What follows belongs to an exercise in optimizing a design on an open flow for small area and a short achievable clock period; a production flow would make more cautious choices.
RTL that was checked went through simulation tests only; none was proved equivalent to the original.

==> exp/xenon: inputs <==
==> flow/design.v (excerpt) <==
module winograd_top(clk, rst_n, in_valid,
    inp10, inp11, inp12, inp13, inp20, inp21, inp22, inp23,
    inp30, inp31, inp32, inp33, inp40, inp41, inp42, inp43,
    ker10, ker11, ker12, ker20, ker21, ker22, ker30, ker31, ker32,
    out_valid, out10, out11, out20, out21);
Settings: LEC_CHECK=0, CAP_MARGIN=20, CORE_MARGIN=2, CORE_UTILIZATION=60, CTS_CLUSTER_DIAMETER=100, CTS_CLUSTER_SIZE=25, PLACE_DENSITY=0.75, SLEW_MARGIN=20, SYNTH_HIERARCHICAL=1; clock period 15.5 ns.
standard.sh (not shown) runs the stock make flow with config.mk's settings and CLKGATE_MAP_FILE= SYNTH_SCRIPT=/design/flow/synth_recipe.tcl, a recipe that flattens the netlist after the stock synthesis.
==> flow/flow/run.sh <==
#!/bin/bash
# Own layout flow: the standard flow (standard.sh) with two changes:
#  - the port buffers use a small buffer cell (buf_1) instead of the default choice;
#  - timing repair aims for 11.0 ns of setup slack, i.e. it works on every path
#    longer than 4.5 ns (the clock period stays 15.5 ns).
export BUFFER_PORTS_ARGS="-buffer_cell sky130_fd_sc_hd__buf_1"
export SETUP_SLACK_MARGIN=11.0
bash standard.sh > standard.log 2>&1
==> inputs of exp/umber, as changes to exp/xenon <==
--- a/flow/config.mk
+++ b/flow/config.mk
@@ -11,5 +11,4 @@
 export CTS_CLUSTER_DIAMETER = 100
 export CTS_CLUSTER_SIZE = 25
-export PLACE_DENSITY = 0.75
 export SLEW_MARGIN = 20
 export SYNTH_HIERARCHICAL = 1
==> comparison table <==
item	exp/umber	exp/xenon
HPWL after DPL	63,900 um	61,200 um
Cell area after placement	28,300 um2	28,300 um2
Share of the final layout cell area in multi-input gates	0.637	0.640
Final setup slack of the worst path	11.02 ns	11.01 ns
Fraction of final layout cells with drive strength greater than 1	0.0783	0.0651
Met3 capacity usage during global routing	0.0490	0.0615
Depth of the worst register-to-register path	9	10
1st-pass router iterations	5	6
Result of the run	no timing/DRC/antenna violations	no timing/DRC/antenna violations
Met1 Usage GRT	0.424	0.377
Reg-to-reg startpoint	core.r1_n115	core.r1_inp43_4
Total via count in the routed design	16,100	16,200
Clock period minus worst slack	4.48 ns	4.49 ns
R2r setup slk	11.04 ns	11.06 ns
Core occupancy in the finished layout	0.665	0.661
Terminus of the critical flop-to-flop path	core.r2_n1758	core.r2_n1239
Fmax achieved	0.223 GHz	0.222 GHz
Layout non-clock buf frac	0.0342	0.0324
Cts repair resizes	31	37

==> inputs of job 1118 <==
Another version of the RTL of winograd_top (not shown whole).
clock: 15.5 ns
lec_check: 0
cap_margin: 20
core_margin: 2
core_utilization: 60
cts_cluster_diameter: 100
cts_cluster_size: 25
slew_margin: 20
synth_hierarchical: 1
==> flow/flow/run.sh <==
#!/bin/bash
# Own layout flow: the standard flow (standard.sh) with two changes:
#  - the port buffers use a small buffer cell (buf_1) instead of the default choice;
#  - timing repair aims for 10.9 ns of setup slack, i.e. it works on every path
#    longer than 4.6 ns (the clock period stays 15.5 ns).
export BUFFER_PORTS_ARGS="-buffer_cell sky130_fd_sc_hd__buf_1"
export SETUP_SLACK_MARGIN=10.9
bash standard.sh > standard.log 2>&1
==> inputs of job 7117, as changes to job 1118 <==
==> flow/flow/run.sh (replaced) <==
#!/bin/bash
# Own layout flow: the standard flow (standard.sh) with two changes:
#  - the port buffers use a small buffer cell (buf_1) instead of the default choice;
#  - timing repair aims for 11.1 ns of setup slack, i.e. it works on every path
#    longer than 4.4 ns (the clock period stays 15.5 ns).
export BUFFER_PORTS_ARGS="-buffer_cell sky130_fd_sc_hd__buf_1"
export SETUP_SLACK_MARGIN=11.1
bash standard.sh > standard.log 2>&1
==> notes <==
Between job 7117 and job 1118, the lower register-to-register slack is in job 1118 (gap 0.14 ns). In sequential cell count, job 1118 and job 7117 do not differ. In job 1118 the non-clock buffer count is lower than in job 7117, by 43. Against job 7117, the hold slack of job 1118 is lower by 0.017 ns. Die area is the same in job 7117 and job 1118. Against job 7117, the global-route usage of job 1118 is lower by 0.53 points. In job 1118 the cell count is lower than in job 7117, by 1.4%.
No functional check of the RTL was part of any run of this note.

==> 05-23 <==
Starting RTL as in the previous note.
export LEC_CHECK = 0
export CAP_MARGIN = 20
export CORE_MARGIN = 2
export CORE_UTILIZATION = 60
export CTS_CLUSTER_DIAMETER = 100
export CTS_CLUSTER_SIZE = 25
export SLEW_MARGIN = 20
export SYNTH_HIERARCHICAL = 1
create_clock -name core_clock -period 15.5 [get_ports {clk}]
==> flow/flow/run.sh <==
#!/bin/bash
# Own layout flow: the standard flow (standard.sh) with two changes:
#  - the port buffers use a small buffer cell (buf_1) instead of the default choice;
#  - timing repair aims for 11.0 ns of setup slack, i.e. it works on every path
#    longer than 4.5 ns (the clock period stays 15.5 ns).
export BUFFER_PORTS_ARGS="-buffer_cell sky130_fd_sc_hd__buf_1"
export SETUP_SLACK_MARGIN=11.0
bash standard.sh > standard.log 2>&1
==> inputs of 08-25, as changes to 05-23 <==
--- a/flow/design.v
+++ b/flow/design.v
@@ -115,10 +115,11 @@
 reg r1_n117;
 reg r1_n65;
 reg r1_n229;
 reg r1_n67;
 reg r1_n262;
+reg r1_n33;
 reg r1_n278;
 reg r1_n35;
 reg r1_n131;
 reg r1_n37;
 reg r1_n133;
@@ -154,56 +155,48 @@
 reg r1_n381;
 reg r1_n387;
 reg r1_inp12_0;
 reg r1_inp12_2;
 reg r1_inp12_3;
-reg r1_n398;
-reg r1_n401;
-reg r1_n400;
 reg r1_inp12_4;
 reg r1_inp22_4;
 reg r1_inp32_4;
 reg r1_n402;
+reg r1_n404;
 reg r1_inp12_5;
 reg r1_inp22_5;
 reg r1_inp32_5;
 reg r1_n413;
 reg r1_n419;
 reg r1_inp42_0;
 reg r1_inp42_2;
 reg r1_inp42_3;
-reg r1_n430;
-reg r1_n433;
-reg r1_n432;
 reg r1_inp42_4;
 reg r1_n434;
+reg r1_n436;
 reg r1_inp42_5;
 reg r1_n445;
 reg r1_n451;
 reg r1_inp11_0;
 reg r1_inp11_2;
 reg r1_inp11_3;
-reg r1_n462;
-reg r1_n465;
-reg r1_n464;
 reg r1_inp11_4;
 reg r1_inp21_4;
 reg r1_inp31_4;
 reg r1_n466;
+reg r1_n468;
 reg r1_inp11_5;
 reg r1_inp21_5;
 reg r1_inp31_5;
 reg r1_n477;
 reg r1_n483;
 reg r1_inp41_0;
 reg r1_inp41_2;
 reg r1_inp41_3;
-reg r1_n494;
-reg r1_n497;
-reg r1_n496;
 reg r1_inp41_4;
 reg r1_n498;
+reg r1_n500;
 reg r1_inp41_5;
 reg r1_n509;
 reg r1_n515;
 reg r1_inp10_0;
 reg r1_inp10_1;
@@ -240,10 +233,12 @@
 reg r1_n585;
 reg r1_n463;
 reg r1_n399;
 reg r1_n586;
 reg r1_n527;
+reg r1_n467;
+reg r1_n403;
 reg r1_n327;
 reg r1_n331;
 reg r1_n617;
 reg r1_n335;
 reg r1_n618;
@@ -253,10 +248,13 @@
 reg r1_n649;
 reg r1_n495;
 reg r1_n431;
 reg r1_n650;
 reg r1_n559;
+reg r1_n499;
+reg r1_n435;
+reg r1_n359;
 reg r1_n363;
 reg r1_n681;
 reg r1_n367;
 reg r1_n682;
 reg r1_n713;
@@ -280,13 +278,12 @@
 reg r1_n261;
 reg r1_n583;
 reg r2_n1021;
 reg r2_n1016;
 reg r2_n1023;
-reg r2_n1024;
-reg r2_n1034;
 reg r2_n1035;
+reg r2_n1036;
 reg r1_n1106;
 reg r1_n293;
 reg r1_n679;
 reg r2_n1224;
 reg r2_n1219;
@@ -298,12 +295,10 @@
 reg r2_n1301;
 reg r2_n1296;
 reg r2_n1303;
 reg r2_n1315;
 reg r2_n1316;
-reg r1_n1318;
-reg r1_n1319;
 reg r2_n918;
 reg r2_n1204;
 reg r2_n1430;
 reg r2_n1431;
 reg r2_n924;
@@ -367,35 +362,35 @@
 reg r2_n2229;
 reg r2_n2250;
 reg r2_n1625;
 reg r2_n2062;
 reg r2_n2183;
-reg r3_n2193;
-reg r3_n2260;
-reg r3_n1685;
-reg r3_n2088;
-reg r3_n2205;
-reg r3_n1824;
+reg r3_n1708;
+reg r3_n2259;
+reg r3_n2219;
+reg r3_n2122;
 reg r2_n1750;
 reg r3_n1750;
-reg r3_n2235;
+reg r3_n2205;
+reg r3_n1667;
+reg r3_n1685;
+reg r3_n2104;
+reg r3_n2258;
+reg r3_n2260;
+reg r3_n2257;
+reg r3_n2074;
 reg r3_n2145;
+reg r3_n1651;
 reg r3_n1637;
-reg r3_n2074;
-reg r3_n2259;
+reg r3_n2088;
 reg r3_n1772;
-reg r3_n2122;
-reg r3_n2258;
-reg r3_n1708;
-reg r3_n1667;
 reg r3_n1786;
+reg r3_n1824;
+reg r3_n2193;
+reg r3_n2235;
 reg r3_n2261;
-reg r3_n1651;
-reg r3_n2219;
 reg r3_n1802;
-reg r3_n2104;
-reg r3_n2257;
 wire n1, n2;
 wino_ha u_n2(ker10[0], ker30[0], n1, n2);
 wire n3, n4;
 wino_fa u_n4(ker10[1], ker30[1], n2, n3, n4);
 wire n5, n6;
@@ -858,15 +853,15 @@
 wire n399, n400;
 wino_fa u_n400(n394, n397, n396, n399, n400);
 wire n401, n402;
 wino_fa u_n402(inp12[3], ~inp22[3], inp32[3], n401, n402);
 wire n403, n404;
-wino_fa u_n404(r1_n398, r1_n401, r1_n400, n403, n404);
+wino_fa u_n404(n398, n401, n400, n403, n404);
 wire n405, n406;
 wino_fa u_n406(r1_inp12_4, ~r1_inp22_4, r1_inp32_4, n405, n406);
 wire n407, n408;
-wino_fa u_n408(r1_n402, n405, n404, n407, n408);
+wino_fa u_n408(r1_n402, n405, r1_n404, n407, n408);
 wire n409, n410;
 wino_fa u_n410(r1_inp12_5, ~r1_inp22_5, r1_inp32_5, n409, n410);
 wire n411, n412;
 wino_fa u_n412(n406, n409, n408, n411, n412);
 wire n413, n414;
@@ -896,15 +891,15 @@
 wire n431, n432;
 wino_fa u_n432(n426, n429, n428, n431, n432);
 wire n433, n434;
 wino_fa u_n434(inp22[3], inp32[3], ~inp42[3], n433, n434);
 wire n435, n436;
-wino_fa u_n436(r1_n430, r1_n433, r1_n432, n435, n436);
+wino_fa u_n436(n430, n433, n432, n435, n436);
 wire n437, n438;
 wino_fa u_n438(r1_inp22_4, r1_inp32_4, ~r1_inp42_4, n437, n438);
 wire n439, n440;
-wino_fa u_n440(r1_n434, n437, n436, n439, n440);
+wino_fa u_n440(r1_n434, n437, r1_n436, n439, n440);
 wire n441, n442;
 wino_fa u_n442(r1_inp22_5, r1_inp32_5, ~r1_inp42_5, n441, n442);
 wire n443, n444;
 wino_fa u_n444(n438, n441, n440, n443, n444);
 wire n445, n446;
@@ -933,15 +928,15 @@
 wire n463, n464;
 wino_fa u_n464(n458, n461, n460, n463, n464);
 wire n465, n466;
 wino_fa u_n466(inp11[3], ~inp21[3], inp31[3], n465, n466);
 wire n467, n468;
-wino_fa u_n468(r1_n462, r1_n465, r1_n464, n467, n468);
+wino_fa u_n468(n462, n465, n464, n467, n468);
 wire n469, n470;
 wino_fa u_n470(r1_inp11_4, ~r1_inp21_4, r1_inp31_4, n469, n470);
 wire n471, n472;
-wino_fa u_n472(r1_n466, n469, n468, n471, n472);
+wino_fa u_n472(r1_n466, n469, r1_n468, n471, n472);
 wire n473, n474;
 wino_fa u_n474(r1_inp11_5, ~r1_inp21_5, r1_inp31_5, n473, n474);
 wire n475, n476;
 wino_fa u_n476(n470, n473, n472, n475, n476);
 wire n477, n478;
@@ -971,15 +966,15 @@
 wire n495, n496;
 wino_fa u_n496(n490, n493, n492, n495, n496);
 wire n497, n498;
 wino_fa u_n498(inp21[3], inp31[3], ~inp41[3], n497, n498);
 wire n499, n500;
-wino_fa u_n500(r1_n494, r1_n497, r1_n496, n499, n500);
+wino_fa u_n500(n494, n497, n496, n499, n500);
 wire n501, n502;
 wino_fa u_n502(r1_inp21_4, r1_inp31_4, ~r1_inp41_4, n501, n502);
 wire n503, n504;
-wino_fa u_n504(r1_n498, n501, n500, n503, n504);
+wino_fa u_n504(r1_n498, n501, r1_n500, n503, n504);
 wire n505, n506;
 wino_fa u_n506(r1_inp21_5, r1_inp31_5, ~r1_inp41_5, n505, n506);
 wire n507, n508;
 wino_fa u_n508(n502, n505, n504, n507, n508);
 wire n509, n510;
@@ -1082,11 +1077,11 @@
 wire n589, n590;
 wino_fa u_n590(r1_n463, r1_n399, r1_n586, n589, n590);
 wire n591, n592;
 wino_fa u_n592(r1_n527, ~n589, n588, n591, n592);
 wire n593, n594;
-wino_fa u_n594(n467, n403, n590, n593, n594);
+wino_fa u_n594(r1_n467, r1_n403, n590, n593, n594);
 wire n595, n596;
 wino_fa u_n596(n531, ~n593, n592, n595, n596);
 wire n597, n598;
 wino_fa u_n598(n471, n407, n594, n597, n598);
 wire n599, n600;
@@ -1119,13 +1114,13 @@
 wire n621, n622;
 wino_fa u_n622(r1_n463, r1_n335, r1_n618, n621, n622);
 wire n623, n624;
 wino_fa u_n624(~r1_n399, n620, n621, n623, n624);
 wire n625, n626;
-wino_fa u_n626(n467, n339, n622, n625, n626);
+wino_fa u_n626(r1_n467, n339, n622, n625, n626);
 wire n627, n628;
-wino_fa u_n628(~n403, n624, n625, n627, n628);
+wino_fa u_n628(~r1_n403, n624, n625, n627, n628);
 wire n629, n630;
 wino_fa u_n630(n471, n343, n626, n629, n630);
 wire n631, n632;
 wino_fa u_n632(~n407, n628, n629, n631, n632);
 wire n633, n634;
@@ -1157,11 +1152,11 @@
 wire n653, n654;
 wino_fa u_n654(r1_n495, r1_n431, r1_n650, n653, n654);
 wire n655, n656;
 wino_fa u_n656(~r1_n559, n652, n653, n655, n656);
 wire n657, n658;
-wino_fa u_n658(n499, n435, n654, n657, n658);
+wino_fa u_n658(r1_n499, r1_n435, n654, n657, n658);
 wire n659, n660;
 wino_fa u_n660(~n563, n656, n657, n659, n660);
 wire n661, n662;
 wino_fa u_n662(n503, n439, n658, n661, n662);
 wire n663, n664;
@@ -1195,13 +1190,13 @@
 wire n685, n686;
 wino_fa u_n686(r1_n495, r1_n367, r1_n682, n685, n686);
 wire n687, n688;
 wino_fa u_n688(~r1_n431, n684, n685, n687, n688);
 wire n689, n690;
-wino_fa u_n690(n499, n371, n686, n689, n690);
+wino_fa u_n690(r1_n499, n371, n686, n689, n690);
 wire n691, n692;
-wino_fa u_n692(~n435, n688, n689, n691, n692);
+wino_fa u_n692(~r1_n435, n688, n689, n691, n692);
 wire n693, n694;
 wino_fa u_n694(n503, n375, n690, n693, n694);
 wire n695, n696;
 wino_fa u_n696(~n439, n692, n693, n695, n696);
 wire n697, n698;
@@ -1703,13 +1698,13 @@
 wire n1034;
 wino_x2 u_n1034(n1031, n1032, n1034);
 wire n1035;
 wino_xn u_n1035(n1022, n1033, n1035);
 wire n1036;
-wino_xn u_n1036(r2_n1024, r2_n1034, n1036);
+wino_xn u_n1036(n1024, n1034, n1036);
 wire n1037;
-wino_x2 u_n1037(r2_n1035, n1036, n1037);
+wino_x2 u_n1037(r2_n1035, r2_n1036, n1037);
 wire n1038;
 wino_nand u_n1038(r1_n17, r1_n327, n1038);
 wire n1039;
 wino_nand u_n1039(r1_n17, r1_n331, n1039);
 wire n1040;
@@ -2162,29 +2157,29 @@
 wire n1316;
 wino_xn u_n1316(n1304, n1314, n1316);
 wire n1317;
 wino_x2 u_n1317(r2_n1315, r2_n1316, n1317);
 wire n1318;
-assign n1318 = ~n33;
+assign n1318 = ~r1_n33;
 wire n1319;
-assign n1319 = ~n359;
+assign n1319 = ~r1_n359;
 wire n1320;
-wino_nand u_n1320(r1_n1318, r1_n1319, n1320);
+wino_nand u_n1320(n1318, n1319, n1320);
 wire n1321;
-wino_nand u_n1321(r1_n1318, r1_n363, n1321);
+wino_nand u_n1321(n1318, r1_n363, n1321);
 wire n1322;
-wino_nand u_n1322(r1_n1318, r1_n367, n1322);
+wino_nand u_n1322(n1318, r1_n367, n1322);
 wire n1323;
-wino_nand u_n1323(r1_n1318, n371, n1323);
+wino_nand u_n1323(n1318, n371, n1323);
 wire n1324;
-wino_nand u_n1324(r1_n1318, n375, n1324);
+wino_nand u_n1324(n1318, n375, n1324);
 wire n1325;
-wino_nand u_n1325(r1_n1318, n379, n1325);
+wino_nand u_n1325(n1318, n379, n1325);
 wire n1326;
-wino_nand u_n1326(r1_n1318, n383, n1326);
+wino_nand u_n1326(n1318, n383, n1326);
 wire n1327;
-wino_nand u_n1327(r1_n35, r1_n1319, n1327);
+wino_nand u_n1327(r1_n35, n1319, n1327);
 wire n1328;
 wino_nand u_n1328(r1_n35, r1_n363, n1328);
 wire n1329;
 wino_nand u_n1329(r1_n35, r1_n367, n1329);
 wire n1330;
@@ -2192,39 +2187,39 @@
 wire n1331;
 wino_nand u_n1331(r1_n35, n375, n1331);
 wire n1332;
 wino_nand u_n1332(r1_n35, n379, n1332);
 wire n1333;
-wino_nand u_n1333(r1_n37, r1_n1319, n1333);
+wino_nand u_n1333(r1_n37, n1319, n1333);
 wire n1334;
 wino_nand u_n1334(r1_n37, r1_n363, n1334);
 wire n1335;
 wino_nand u_n1335(r1_n37, r1_n367, n1335);
 wire n1336;
 wino_nand u_n1336(r1_n37, n371, n1336);
 wire n1337;
 wino_nand u_n1337(r1_n37, n375, n1337);
 wire n1338;
-wino_nand u_n1338(n39, r1_n1319, n1338);
+wino_nand u_n1338(n39, n1319, n1338);
 wire n1339;
 wino_nand u_n1339(n39, r1_n363, n1339);
 wire n1340;
 wino_nand u_n1340(n39, r1_n367, n1340);
 wire n1341;
 wino_nand u_n1341(n39, n371, n1341);
 wire n1342;
-wino_nand u_n1342(n41, r1_n1319, n1342);
+wino_nand u_n1342(n41, n1319, n1342);
 wire n1343;
 wino_nand u_n1343(n41, r1_n363, n1343);
 wire n1344;
 wino_nand u_n1344(n41, r1_n367, n1344);
 wire n1345;
-wino_nand u_n1345(n43, r1_n1319, n1345);
+wino_nand u_n1345(n43, n1319, n1345);
 wire n1346;
 wino_nand u_n1346(n43, r1_n363, n1346);
 wire n1347;
-wino_nand u_n1347(n45, r1_n1319, n1347);
+wino_nand u_n1347(n45, n1319, n1347);
 wire n1348, n1349;
 wino_xn u_n1348(n1321, n1327, n1348);
 wino_nor u_n1349(n1321, n1327, n1349);
 wire n1350, n1351;
 wino_x2 u_n1350(n1349, n1328, n1350);
@@ -3647,10 +3642,11 @@
   r1_n117 <= n117;
   r1_n65 <= n65;
   r1_n229 <= n229;
   r1_n67 <= n67;
   r1_n262 <= n262;
+  r1_n33 <= n33;
   r1_n278 <= n278;
   r1_n35 <= n35;
   r1_n131 <= n131;
   r1_n37 <= n37;
   r1_n133 <= n133;
@@ -3686,56 +3682,48 @@
   r1_n381 <= n381;
   r1_n387 <= n387;
   r1_inp12_0 <= inp12[0];
   r1_inp12_2 <= inp12[2];
   r1_inp12_3 <= inp12[3];
-  r1_n398 <= n398;
-  r1_n401 <= n401;
-  r1_n400 <= n400;
   r1_inp12_4 <= inp12[4];
   r1_inp22_4 <= inp22[4];
   r1_inp32_4 <= inp32[4];
   r1_n402 <= n402;
+  r1_n404 <= n404;
   r1_inp12_5 <= inp12[5];
   r1_inp22_5 <= inp22[5];
   r1_inp32_5 <= inp32[5];
   r1_n413 <= n413;
   r1_n419 <= n419;
   r1_inp42_0 <= inp42[0];
   r1_inp42_2 <= inp42[2];
   r1_inp42_3 <= inp42[3];
-  r1_n430 <= n430;
-  r1_n433 <= n433;
-  r1_n432 <= n432;
   r1_inp42_4 <= inp42[4];
   r1_n434 <= n434;
+  r1_n436 <= n436;
   r1_inp42_5 <= inp42[5];
   r1_n445 <= n445;
   r1_n451 <= n451;
   r1_inp11_0 <= inp11[0];
   r1_inp11_2 <= inp11[2];
   r1_inp11_3 <= inp11[3];
-  r1_n462 <= n462;
-  r1_n465 <= n465;
-  r1_n464 <= n464;
   r1_inp11_4 <= inp11[4];
   r1_inp21_4 <= inp21[4];
   r1_inp31_4 <= inp31[4];
   r1_n466 <= n466;
+  r1_n468 <= n468;
   r1_inp11_5 <= inp11[5];
   r1_inp21_5 <= inp21[5];
   r1_inp31_5 <= inp31[5];
   r1_n477 <= n477;
   r1_n483 <= n483;
   r1_inp41_0 <= inp41[0];
   r1_inp41_2 <= inp41[2];
   r1_inp41_3 <= inp41[3];
-  r1_n494 <= n494;
-  r1_n497 <= n497;
-  r1_n496 <= n496;
   r1_inp41_4 <= inp41[4];
   r1_n498 <= n498;
+  r1_n500 <= n500;
   r1_inp41_5 <= inp41[5];
   r1_n509 <= n509;
   r1_n515 <= n515;
   r1_inp10_0 <= inp10[0];
   r1_inp10_1 <= inp10[1];
@@ -3772,10 +3760,12 @@
   r1_n585 <= n585;
   r1_n463 <= n463;
   r1_n399 <= n399;
   r1_n586 <= n586;
   r1_n527 <= n527;
+  r1_n467 <= n467;
+  r1_n403 <= n403;
   r1_n327 <= n327;
   r1_n331 <= n331;
   r1_n617 <= n617;
   r1_n335 <= n335;
   r1_n618 <= n618;
@@ -3785,10 +3775,13 @@
   r1_n649 <= n649;
   r1_n495 <= n495;
   r1_n431 <= n431;
   r1_n650 <= n650;
   r1_n559 <= n559;
+  r1_n499 <= n499;
+  r1_n435 <= n435;
+  r1_n359 <= n359;
   r1_n363 <= n363;
   r1_n681 <= n681;
   r1_n367 <= n367;
   r1_n682 <= n682;
   r1_n713 <= n713;
@@ -3812,13 +3805,12 @@
   r1_n261 <= n261;
   r1_n583 <= n583;
   r2_n1021 <= n1021;
   r2_n1016 <= n1016;
   r2_n1023 <= n1023;
-  r2_n1024 <= n1024;
-  r2_n1034 <= n1034;
   r2_n1035 <= n1035;
+  r2_n1036 <= n1036;
   r1_n1106 <= n1106;
   r1_n293 <= n293;
   r1_n679 <= n679;
   r2_n1224 <= n1224;
   r2_n1219 <= n1219;
@@ -3830,12 +3822,10 @@
   r2_n1301 <= n1301;
   r2_n1296 <= n1296;
   r2_n1303 <= n1303;
   r2_n1315 <= n1315;
   r2_n1316 <= n1316;
-  r1_n1318 <= n1318;
-  r1_n1319 <= n1319;
   r2_n918 <= n918;
   r2_n1204 <= n1204;
   r2_n1430 <= n1430;
   r2_n1431 <= n1431;
   r2_n924 <= n924;
@@ -3899,35 +3889,35 @@
   r2_n2229 <= n2229;
   r2_n2250 <= n2250;
   r2_n1625 <= n1625;
   r2_n2062 <= n2062;
   r2_n2183 <= n2183;
-  r3_n2193 <= n2193;
-  r3_n2260 <= n2260;
-  r3_n1685 <= n1685;
-  r3_n2088 <= n2088;
-  r3_n2205 <= n2205;
-  r3_n1824 <= n1824;
+  r3_n1708 <= n1708;
+  r3_n2259 <= n2259;
+  r3_n2219 <= n2219;
+  r3_n2122 <= n2122;
   r2_n1750 <= n1750;
   r3_n1750 <= r2_n1750;
-  r3_n2235 <= n2235;
+  r3_n2205 <= n2205;
+  r3_n1667 <= n1667;
+  r3_n1685 <= n1685;
+  r3_n2104 <= n2104;
+  r3_n2258 <= n2258;
+  r3_n2260 <= n2260;
+  r3_n2257 <= n2257;
+  r3_n2074 <= n2074;
   r3_n2145 <= n2145;
+  r3_n1651 <= n1651;
   r3_n1637 <= n1637;
-  r3_n2074 <= n2074;
-  r3_n2259 <= n2259;
+  r3_n2088 <= n2088;
   r3_n1772 <= n1772;
-  r3_n2122 <= n2122;
-  r3_n2258 <= n2258;
-  r3_n1708 <= n1708;
-  r3_n1667 <= n1667;
   r3_n1786 <= n1786;
+  r3_n1824 <= n1824;
+  r3_n2193 <= n2193;
+  r3_n2235 <= n2235;
   r3_n2261 <= n2261;
-  r3_n1651 <= n1651;
-  r3_n2219 <= n2219;
   r3_n1802 <= n1802;
-  r3_n2104 <= n2104;
-  r3_n2257 <= n2257;
 end
 assign out10 = {r3_n1708, r3_n1708, r3_n1708, r3_n1685, r3_n1667, r3_n1651, r3_n1637, r3_n2258};
 assign out11 = {r3_n1824, r3_n1824, r3_n1824, r3_n1802, r3_n1786, r3_n1772, r3_n2259, r3_n1750};
 assign out20 = {r3_n2145, r3_n2145, r3_n2145, r3_n2122, r3_n2104, r3_n2088, r3_n2074, r3_n2260};
 assign out21 = {r3_n2257, r3_n2257, r3_n2257, r3_n2235, r3_n2219, r3_n2205, r3_n2193, r3_n2261};
- PLACE_DENSITY: unset -> 0.9
==> comparison table <==
| quantity | 08-25 | 05-23 |
|---|---|---|
| Net count after synthesis | 3102 | 3107 |
| Worst Setup Slack, final | 10.98 ns | 11.00 ns |
| Post-Syn Instances | 2272 | 2277 |
| Worst reg2reg path endpoint | core.r2_n1758 | core.r2_n1701 |
| Register share of the cell area | 25.1% | 25.3% |
| Clk tree area frac | 1.84% | 1.91% |
| Synth Register Bits | 363 | 368 |
| Area added between synthesis and finish | 8.79% | 9.04% |
| XOR/XNOR Fraction of Synth Area | 14.1% | 14.1% |
| Detail-routed net length per standard cell | 23.7 um | 23.0 um |
| Layout Nets | 3334 | 3343 |
| Crit path launch | inp41[1] | inp21[1] |
| Result of the run | no timing/DRC/antenna violations | no timing/DRC/antenna violations |
| Starting density of the core | 60.8% | 60.9% |
| Util after Layout | 66.1% | 66.4% |
| Period utilization | 29.1% | 29.0% |
| Floorplan core area | 0.0442 mm2 | 0.0443 mm2 |
| Setup slack of the worst register-to-register path | 11.02 ns | 11.07 ns |
| WL final | 73.5 mm | 71.6 mm |
| Mapped Area | 0.0269 mm2 | 0.0270 mm2 |
| M2 GR Usage | 54.5% | 52.1% |
| Cell Area, Placed | 0.0283 mm2 | 0.0284 mm2 |
| Placer's final routability congestion estimate | 1.01 | 0.972 |
No functional check of the RTL was part of 05-23.

## re-timing with driven ports
Ports are ideal in the flow. The routed layouts listed here were re-timed in OpenROAD.
Step 1 sets driving cells, clkbuf_16 on the clock port and buf_2 on the other inputs (assumed; they add their load-dependent delay and slew).
Step 2 times the ports against the registers' clock, not the clock port: input delays grow and output delays shrink by t, the midpoint of the rising clock arrivals with the driver on.
Three values: ideal ports, drivers, drivers and shift; two values: the first two.
| run | t, ns | setup WS [ns] | worst setup path after step 2 | slew at the worst register clock pin (ns) |
|---|---|---|---|---|
| exp/xenon | 0.601 | 11.005 / 11.044 / 10.444 | input to register | 0.11 / 0.11 |
| exp/umber | 0.615 | 11.024 / 11.041 / 10.443 | input to register | 0.11 / 0.11 |
| job 1118 | 0.610 | 10.926 / 10.951 / 10.355 | input to register | 0.11 / 0.11 |
| job 7117 | 0.609 | 11.089 / 11.089 / 10.528 | input to register | 0.10 / 0.10 |
| 05-23 | 0.608 | 11.004 / 11.027 / 10.419 | input to register | 0.11 / 0.11 |
| 08-25 | 0.607 | 10.984 / 11.011 / 10.404 | input to register | 0.11 / 0.11 |
After both steps every run listed still meets setup and hold. The setup slack of 05-23, which loses most, moves by +0.023 ns with the drivers and by -0.585 ns with both steps.
